What follows belongs to an exercise in optimizing a design on an open flow for small area; a production flow would make more cautious choices. The RTL was checked by simulation tests, not by an equivalence proof against the original design. Power and IR drop assume default switching activity.

==> flow/config.mk <==
export PLATFORM = sky130hd
export DESIGN_NAME = gcode_parser
export DESIGN_NICKNAME = gcode_parser
export VERILOG_FILES = /design/flow/design.v
export SDC_FILE = /design/flow/constraint.sdc
export NUM_CORES = 4
export LEC_CHECK = 0
export CAP_MARGIN = 20
export CORE_MARGIN = 2
export CORE_UTILIZATION = 40
export SLEW_MARGIN = 20
==> flow/constraint.sdc <==
create_clock -name core_clock -period 10.0 [get_ports {i_Clock}]
set_input_delay 2.0000 -clock core_clock [delete_from_list [all_inputs] [get_ports {i_Clock}]]
set_output_delay 2.0000 -clock core_clock [all_outputs]
set_load 0.01 [all_outputs]
==> flow/design.v <==
module gcode_parser (
	input         i_Clock,
	input         i_Reset,
	input         i_GValid,
	input  [7:0]  i_GData,
	input         i_TValid,
	input  [7:0]  i_TData,
	output [19:0] o_FBinary,
	output [19:0] o_XBinary,
	output [19:0] o_YBinary,
	output [19:0] o_ZBinary,
	output [19:0] o_EBinary,
	output [7:0]  o_S1Binary,
	output [7:0]  o_S2Binary,
	output [7:0]  o_S3Binary,
	output [7:0]  o_HBinary,
	output [7:0]  o_BBinary,
	output        o_XDirection,
	output        o_YDirection,
	output        o_ZDirection,
	output        o_EDirection,
	output        o_GLineComplete,
	output        o_TLineComplete
	);
	localparam G_IDLE = 4'd0, G_CMD = 4'd1, G_F = 4'd2, G_X = 4'd3, G_Y = 4'd4,
	           G_Z = 4'd5, G_E = 4'd6, G_S1 = 4'd7, G_S2 = 4'd8, G_S3 = 4'd9;
	reg  [3:0]  g_state;
	reg  [6:0]  g_cnt;       
	reg         g_lc;
	reg  [23:0] w_f, w_x, w_y, w_z, w_e;    
	reg  [19:0] r_f, r_x, r_y, r_z, r_e;
	reg  [7:0]  r_s1, r_s2, r_s3;
	reg         r_dx, r_dy, r_dz, r_de;
	wire       g_take = i_GValid & (g_cnt == 7'd0);
	wire       g_cr   = i_GData == 8'd13;
	wire       g_sp   = i_GData == 8'd32;
	wire       g_mi   = i_GData == 8'd45;
	wire [3:0] g_dig  = i_GData[3:0];
	wire g_idle  = g_state == G_IDLE;
	wire g_sline = (g_state == G_S1) | (g_state == G_S2) | (g_state == G_S3);
	wire g_gline = ~g_idle & ~g_sline;
	wire g_fld   = (g_state == G_F) | (g_state == G_X) | (g_state == G_Y) |
	               (g_state == G_Z) | (g_state == G_E);
	wire g_shift = g_take & g_fld & ~g_sp & ~g_cr & ~g_mi;
	wire g_sdig  = g_take & g_sline & ~g_cr;
	wire [3:0] g_q    = g_cnt[6:3];
	wire [2:0] g_ph   = g_cnt[2:0];
	wire       g_step = g_ph[2] | g_ph[1];           
	wire       g_first = g_ph == 3'd7;
	wire       q_f = g_q == 4'd11, q_x = g_q == 4'd10, q_y = g_q == 4'd9,
	           q_z = g_q == 4'd8,  q_e = g_q == 4'd7;
	wire       g_cv = g_gline & g_step;
	wire       g_wide = g_cv & (q_f | q_x | q_y | q_z | q_e);
	wire       s_tgt = (g_state == G_S3) & q_f | (g_state == G_S1) & q_x |
	                   (g_state == G_S2) & q_y;
	wire       s_cv  = g_sline & g_step & s_tgt;
	wire       s_rot = g_sline & g_first & (q_x | q_y | q_z);
	wire [3:0] g_msd = q_f ? w_f[23:20] : q_x ? w_x[23:20] : q_y ? w_y[23:20] :
	                   q_z ? w_z[23:20] : w_e[23:20];
	wire [19:0] e_acc = r_e * 4'd10 + g_msd;
	wire [7:0]  s_acc = r_s3 * 4'd10 + w_x[23:20];
	always @(posedge i_Clock or posedge i_Reset) begin
		if (i_Reset) begin
			g_state <= G_IDLE;
			g_cnt   <= 7'd0;
			g_lc    <= 1'b0;
			w_f <= 24'd0; w_x <= 24'd0; w_y <= 24'd0; w_z <= 24'd0; w_e <= 24'd0;
			r_f <= 20'd0; r_x <= 20'd0; r_y <= 20'd0; r_z <= 20'd0; r_e <= 20'd0;
			r_s1 <= 8'd0; r_s2 <= 8'd0; r_s3 <= 8'd0;
			r_dx <= 1'b0; r_dy <= 1'b0; r_dz <= 1'b0; r_de <= 1'b0;
		end else begin
			g_lc <= g_cnt != 7'd0;
			if (g_cnt != 7'd0)
				g_cnt <= g_cnt - 7'd1;
			else if (g_take & g_cr & ~g_idle)
				g_cnt <= 7'd101;
			if (g_cnt != 7'd0) begin
				if (g_q == 4'd6) g_state <= G_IDLE;
			end else if (g_take) begin
				case (g_state)
					G_IDLE: begin
						if (i_GData == 8'd72) g_state <= G_S1;
						else if (i_GData == 8'd66) g_state <= G_S2;
						else if (i_GData == 8'd83) g_state <= G_S3;
						else if (i_GData == 8'd71) g_state <= G_CMD;
					end
					G_CMD: begin
						if (i_GData == 8'd70) g_state <= G_F;
						else if (i_GData == 8'd88) g_state <= G_X;
						else if (i_GData == 8'd89) g_state <= G_Y;
						else if (i_GData == 8'd90) g_state <= G_Z;
						else if (i_GData == 8'd69) g_state <= G_E;
					end
					G_F, G_X, G_Y, G_Z, G_E: begin
						if (g_sp) g_state <= G_CMD;
					end
					default: ;
				endcase
			end
			if (g_take & g_idle & (i_GData == 8'd71)) begin
				r_dx <= 1'b0; r_dy <= 1'b0; r_dz <= 1'b0; r_de <= 1'b0;
			end
			if (g_take & g_mi & (g_state == G_X)) r_dx <= 1'b1;
			if (g_take & g_mi & (g_state == G_Y)) r_dy <= 1'b1;
			if (g_take & g_mi & (g_state == G_Z)) r_dz <= 1'b1;
			if (g_take & g_mi & (g_state == G_E)) r_de <= 1'b1;
			if (g_shift & (g_state == G_F)) w_f <= {w_f[19:0], g_dig};
			else if (g_cv & q_f) w_f <= {w_f[19:0], w_f[23:20]};
			if (g_shift & (g_state == G_X) | g_sdig) w_x <= {w_x[19:0], g_dig};
			else if (g_cv & q_x | s_cv) w_x <= {w_x[19:0], 4'd0};
			if (g_shift & (g_state == G_Y)) w_y <= {w_y[19:0], g_dig};
			else if (g_cv & q_y) w_y <= {w_y[19:0], 4'd0};
			if (g_shift & (g_state == G_Z)) w_z <= {w_z[19:0], g_dig};
			else if (g_cv & q_z) w_z <= {w_z[19:0], 4'd0};
			if (g_shift & (g_state == G_E)) w_e <= {w_e[19:0], g_dig};
			else if (g_cv & q_e) w_e <= {w_e[19:0], 4'd0};
			if (g_wide) begin
				if (g_first) begin
					r_f <= r_x; r_x <= r_y; r_y <= r_z; r_z <= r_e;
					r_e <= {16'd0, g_msd};
				end else
					r_e <= e_acc;
			end
			if (s_rot) begin
				r_s1 <= r_s2; r_s2 <= r_s3; r_s3 <= r_s1;
			end else if (s_cv & (g_ph == 3'd4))
				r_s3 <= {4'd0, w_x[23:20]};
			else if (s_cv & ~g_ph[2])
				r_s3 <= s_acc;
		end
	end
	assign o_FBinary = r_f;
	assign o_XBinary = r_x;
	assign o_YBinary = r_y;
	assign o_ZBinary = r_z;
	assign o_EBinary = r_e;
	assign o_S1Binary = r_s1;
	assign o_S2Binary = r_s2;
	assign o_S3Binary = r_s3;
	assign o_XDirection = r_dx;
	assign o_YDirection = r_dy;
	assign o_ZDirection = r_dz;
	assign o_EDirection = r_de;
	assign o_GLineComplete = g_lc;
	localparam T_IDLE = 2'd0, T_H = 2'd1, T_B = 2'd2;
	reg  [1:0]  t_state;
	reg  [6:0]  t_cnt;
	reg         t_lc;
	reg  [11:0] w_t;
	reg  [7:0]  r_h, r_b;
	wire       t_take = i_TValid & (t_cnt == 7'd0);
	wire       t_cr   = i_TData == 8'd13;
	wire [3:0] t_q    = t_cnt[6:3];
	wire [2:0] t_ph   = t_cnt[2:0];
	wire       t_step = (t_ph == 3'd6) | (t_ph == 3'd5) | (t_ph == 3'd4);
	wire       t_cv   = t_step & ((t_state == T_B) & (t_q == 4'd11) |
	                              (t_state == T_H) & (t_q == 4'd10));
	wire       t_swap = (t_state == T_H) & (t_ph == 3'd7) & ((t_q == 4'd10) | (t_q == 4'd9));
	wire [7:0] b_acc  = r_b * 4'd10 + w_t[11:8];
	always @(posedge i_Clock or posedge i_Reset) begin
		if (i_Reset) begin
			t_state <= T_IDLE;
			t_cnt   <= 7'd0;
			t_lc    <= 1'b0;
			w_t     <= 12'd0;
			r_h     <= 8'd0;
			r_b     <= 8'd0;
		end else begin
			t_lc <= t_cnt != 7'd0;
			if (t_cnt != 7'd0)
				t_cnt <= t_cnt - 7'd1;
			else if (t_take & t_cr & (t_state != T_IDLE))
				t_cnt <= 7'd101;
			if (t_cnt != 7'd0) begin
				if (t_q == 4'd6) t_state <= T_IDLE;
			end else if (t_take & (t_state == T_IDLE)) begin
				if (i_TData == 8'd72) t_state <= T_H;
				else if (i_TData == 8'd66) t_state <= T_B;
			end
			if (t_take & (t_state != T_IDLE) & ~t_cr) w_t <= {w_t[7:0], i_TData[3:0]};
			else if (t_cv) w_t <= {w_t[7:0], 4'd0};
			if (t_swap) begin
				r_h <= r_b; r_b <= r_h;
			end else if (t_cv & (t_ph == 3'd6))
				r_b <= {4'd0, w_t[11:8]};
			else if (t_cv)
				r_b <= b_acc;
		end
	end
	assign o_HBinary = r_h;
	assign o_BBinary = r_b;
	assign o_TLineComplete = t_lc;
endmodule
==> flow/run.sh <==
#!/bin/bash
# synth_recipe.tcl (not shown) runs the flow's synth.tcl, then flattens the netlist and writes it again
# the make line also repeats each setting of config.mk as NAME=value (left out here)
make -C /OpenROAD-flow-scripts/flow DESIGN_CONFIG=/design/flow/config.mk WORK_HOME=/design/flow/orfs CLKGATE_MAP_FILE= SYNTH_SCRIPT=/design/flow/synth_recipe.tcl finish
==> results.sh <==
export IMPL_syn_area_um2=14400
export IMPL_setup_viol=0
export IMPL_relSlewSlack_pct=27.9
export IMPL_gp_routability_congestion=0.861
export IMPL_die_h_um=194
export IMPL_crit_required_ns=10.39
export IMPL_cp_arrival_ns=5.12
export IMPL_crit_chain="clkdlybuf4s50_1 -> nor4_1 -> a31o_2 -> a211oi_2 -> and3_1 -> or2_1 -> mux2_2"
export IMPL_grt_max_degree=85
export IMPL_crit_buf_inv=1
export IMPL_p_leak_nw=8.47
export IMPL_power_total_mw=2.53
export IMPL_post_cts_buffers=0
export IMPL_startpoint="i_GData[0]"
export IMPL_slowest_delay_ns=0.92
export IMPL_firstDrtPassIters=5
export IMPL_instances_no_fill=1943
export IMPL_cts_sinks=298
export IMPL_num_vias=10000
export IMPL_track_usage_pct=16.7
export IMPL_p_per_area_nw_per_um2=143
export IMPL_core_area_um2=35500
export IMPL_synth_edf_count=0
export IMPL_setup_ws_ns=5.28
export IMPL_ys_seq_area_share_pct=51.8
export IMPL_slowest_stage="clkdlybuf4s50_1"
export IMPL_ys_types=78
export IMPL_io_pins=166
export IMPL_finalSetupTns_ns=0
export IMPL_drc=0
export IMPL_maxCapViolCount=0
export IMPL_fin_util_pct=49.8
export IMPL_final_cell_area_um2=17700
export IMPL_r2r_start="g_cnt[4]"
export IMPL_critPathKind="input port to flip-flop"
export IMPL_cts_buffers=35
export IMPL_die_w_um=194
export IMPL_min_path_cells=2
export IMPL_start_util_pct=40.6
export IMPL_cts_tree="yes"
export IMPL_synthArstFlopShare_pct=100
export IMPL_synth_flop_cell="dfrtp_1"
export IMPL_slew_viol_final=0
export IMPL_r2r_end="r_e[13]"
export IMPL_drt_wirelength_per_cell_um=16.0
export IMPL_clock_latency_ns=0.52
export IMPL_cts_htree_levels=2
export IMPL_syn_area_per_cell_um2=11.0
export IMPL_drive_gt1_share_pct=16.7
export IMPL_nets=1546
export IMPL_cts_root_buf="clkbuf_16"
export IMPL_wl_um=31100
export IMPL_cp_start_kind="input port"
export IMPL_r2r_cells=12
export IMPL_grt_pass1_wl_um=52100
export IMPL_hold_slack_ns=0.463
export IMPL_path_depth=7
export IMPL_min_period_ns=4.72
export IMPL_postSynthCellCount=1304
export IMPL_placed_cells=1882
export IMPL_cts_clk_slew_worst_paths_ns=0.06
export IMPL_avgViaCountPerCell=5.17
export IMPL_port_buffers=165
export IMPL_drt_initial_drc_count=430
export IMPL_cts_resized=0
export IMPL_ant_nets=0
export IMPL_crit_path_end_kind="flip-flop"
export IMPL_area_delta_synth_final_pct=22.6
export IMPL_placed_area_um2=16500
export IMPL_timing_fmax_mhz=212
export IMPL_grt_overflow=0
export IMPL_timing_hold_violations_final=0
export IMPL_rsz0062_at_grt="false"
export IMPL_reg2reg_setup_slack_ns=5.97
export IMPL_period_share_pct=47.2
export IMPL_antenna_found_initial=0
export IMPL_cp_top_family="simple AND/OR/NAND/NOR gates"
export IMPL_cp_max_fo=23
export IMPL_worst_hold_path_type="flip-flop to flip-flop"
export IMPL_synth_top_cell_area_share_pct=51.8
export IMPL_worstSetupEndpoint="w_f[16]"
export IMPL_num_antenna_cells=0
export IMPL_status="timing/DRC/antenna clean"
export IMPL_rows=69
export IMPL_dp_slack_ns=4.78
export IMPL_yosysWarnings=1
export IMPL_syn_nets=1392
export IMPL_ys_ff_latch=298
export IMPL_yosysTopAreaCell="dfrtp_1"
export IMPL_cts_hold_buf=0
export IMPL_die_area_um2=37500
export IMPL_hpwl_um=22000
export IMPL_grt_pass1_vias=9803
export IMPL_max_vdd_ir_drop_mv=0.181
export IMPL_cts_buffer_depth=3
export IMPL_yosys_top_cells_area="dfrtp_1, mux2_2, nand2_1"
export IMPL_skew_ns=0.00919
export IMPL_worst_pin_slew_ns=1.08
Yosys cell counts (11+ instances only):
cell type / instances
nand3_1: 18
nor2_1: 49
nand2_1: 246
dfrtp_1: 298
mux2_2: 159
clkbuf_1: 42
inv_1: 35
o21ai_0: 56
a22o_1: 19
a211oi_1: 11
buf_2: 13
a21o_1: 11
xor2_1: 21
ha_1: 62
a21oi_1: 45
mux2i_1: 17
xnor2_1: 28
flip-flops by register name, summed over array words and instances, names as in the netlist, 24 cells and up:
register  cells
w_e          24
w_f          24
w_x          24
w_y          24
w_z          24
where the power goes:
part,switching (mW),internal (mW)
sequential,0,1.21
combinational,0.0309,0.0100
clock,0.479,0.800
layer usage:
layer  vias to the layer above  part of all wire, %  wire length [um]  GRT usage (%)
met5                         -                    0                 0              0
met4                         0                  1.8               556           4.75
met3                        47                  4.3              1350           3.18
met2                       201                   45             13900           25.6
met1                      4883                   49             15300           24.1
li1                       4913                    -                 -              -
kinds of logic after synthesis:
logic type      share of synthesized area (%)
mux                                      13.6
buf+inv                                  2.67
flops                                    51.8
xor+xnor                                 3.09
simple gates                             12.2
compound gates                           10.4
fa+ha+maj                                6.22
placed cells by master, fill, tap and decap left out, drive strengths merged, types with 4 or more instances in the layout:
master           n
clkinv           4
a32o             4
o21a             5
nand4            9
nand3           18
inv             34
o21ai           61
mux2           159
nand2b           9
nor4             6
a211oi          13
clkbuf          55
xnor2           28
o211ai           8
xor2            22
nor2b           10
nor4b            5
ha              62
nand2          246
a21oi           46
mux2i           17
nor2            50
fa               6
or3              6
and3             7
a31oi            6
nor3             9
buf             12
a21o            11
o31ai            6
clkdlybuf4s50  165
or2              6
dfrtp          298
a22o            19
and2             4
a22oi            6
area by class of cell:
class / count / area (um^2)
fill: 3164 / 17800
sequential: 298 / 7460
multi-input combinational: 911 / 6570
timing repair buffer: 177 / 1750
clock buffer: 55 / 1090
tap: 461 / 577
inverter: 35 / 135
clock inverter: 6 / 87.6
worst register-to-register path, delay by kind of cell, from the launching register on:
family          cells  cell delay [ns]
compound gates      6             1.42
flops               1             0.56
fa+ha+maj           1             0.34
buf+inv             1             0.18
simple gates        3             1.23
xor+xnor            1             0.16
worst min path at each step:
stage / from / end / slack [ns]
finish: w_y[12] / w_y[12] / 0.46
global placement: w_y[19] / w_y[19] / 0.44
detailed placement: w_y[19] / w_y[19] / 0.45
CTS: w_y[19] / w_y[19] / 0.47
global route: w_y[19] / w_y[19] / 0.48
floorplan: w_y[18] / w_y[18] / 0.43

==> port drivers added, routing unchanged <==
In the flow no input, the clock included, has a driving cell. The finished layout below was timed again as built, in two steps. Step 1 assumes that a clkbuf_16 drives the clock port and a buf_2 every other input. Step 2 adds t to the input delays and takes it off the output delays; t is the mean of the earliest and latest rising clock arrival at the registers after step 1. Input paths then give back, and output paths get back, about the clock's delay inside the block. Three values: no drivers, after step 1, after step 2; two values: the first two.
t, ns: 0.560
setup WS [ns]: 5.278 / 5.302 / 4.742
slew at the worst register clock pin (ns): 0.06 / 0.06
worst data-port slew with drivers (ns): 0.03
After both steps this run still meets setup and hold. For this run, drivers alone change the setup slack by +0.024 ns; drivers and shift together by -0.536 ns.
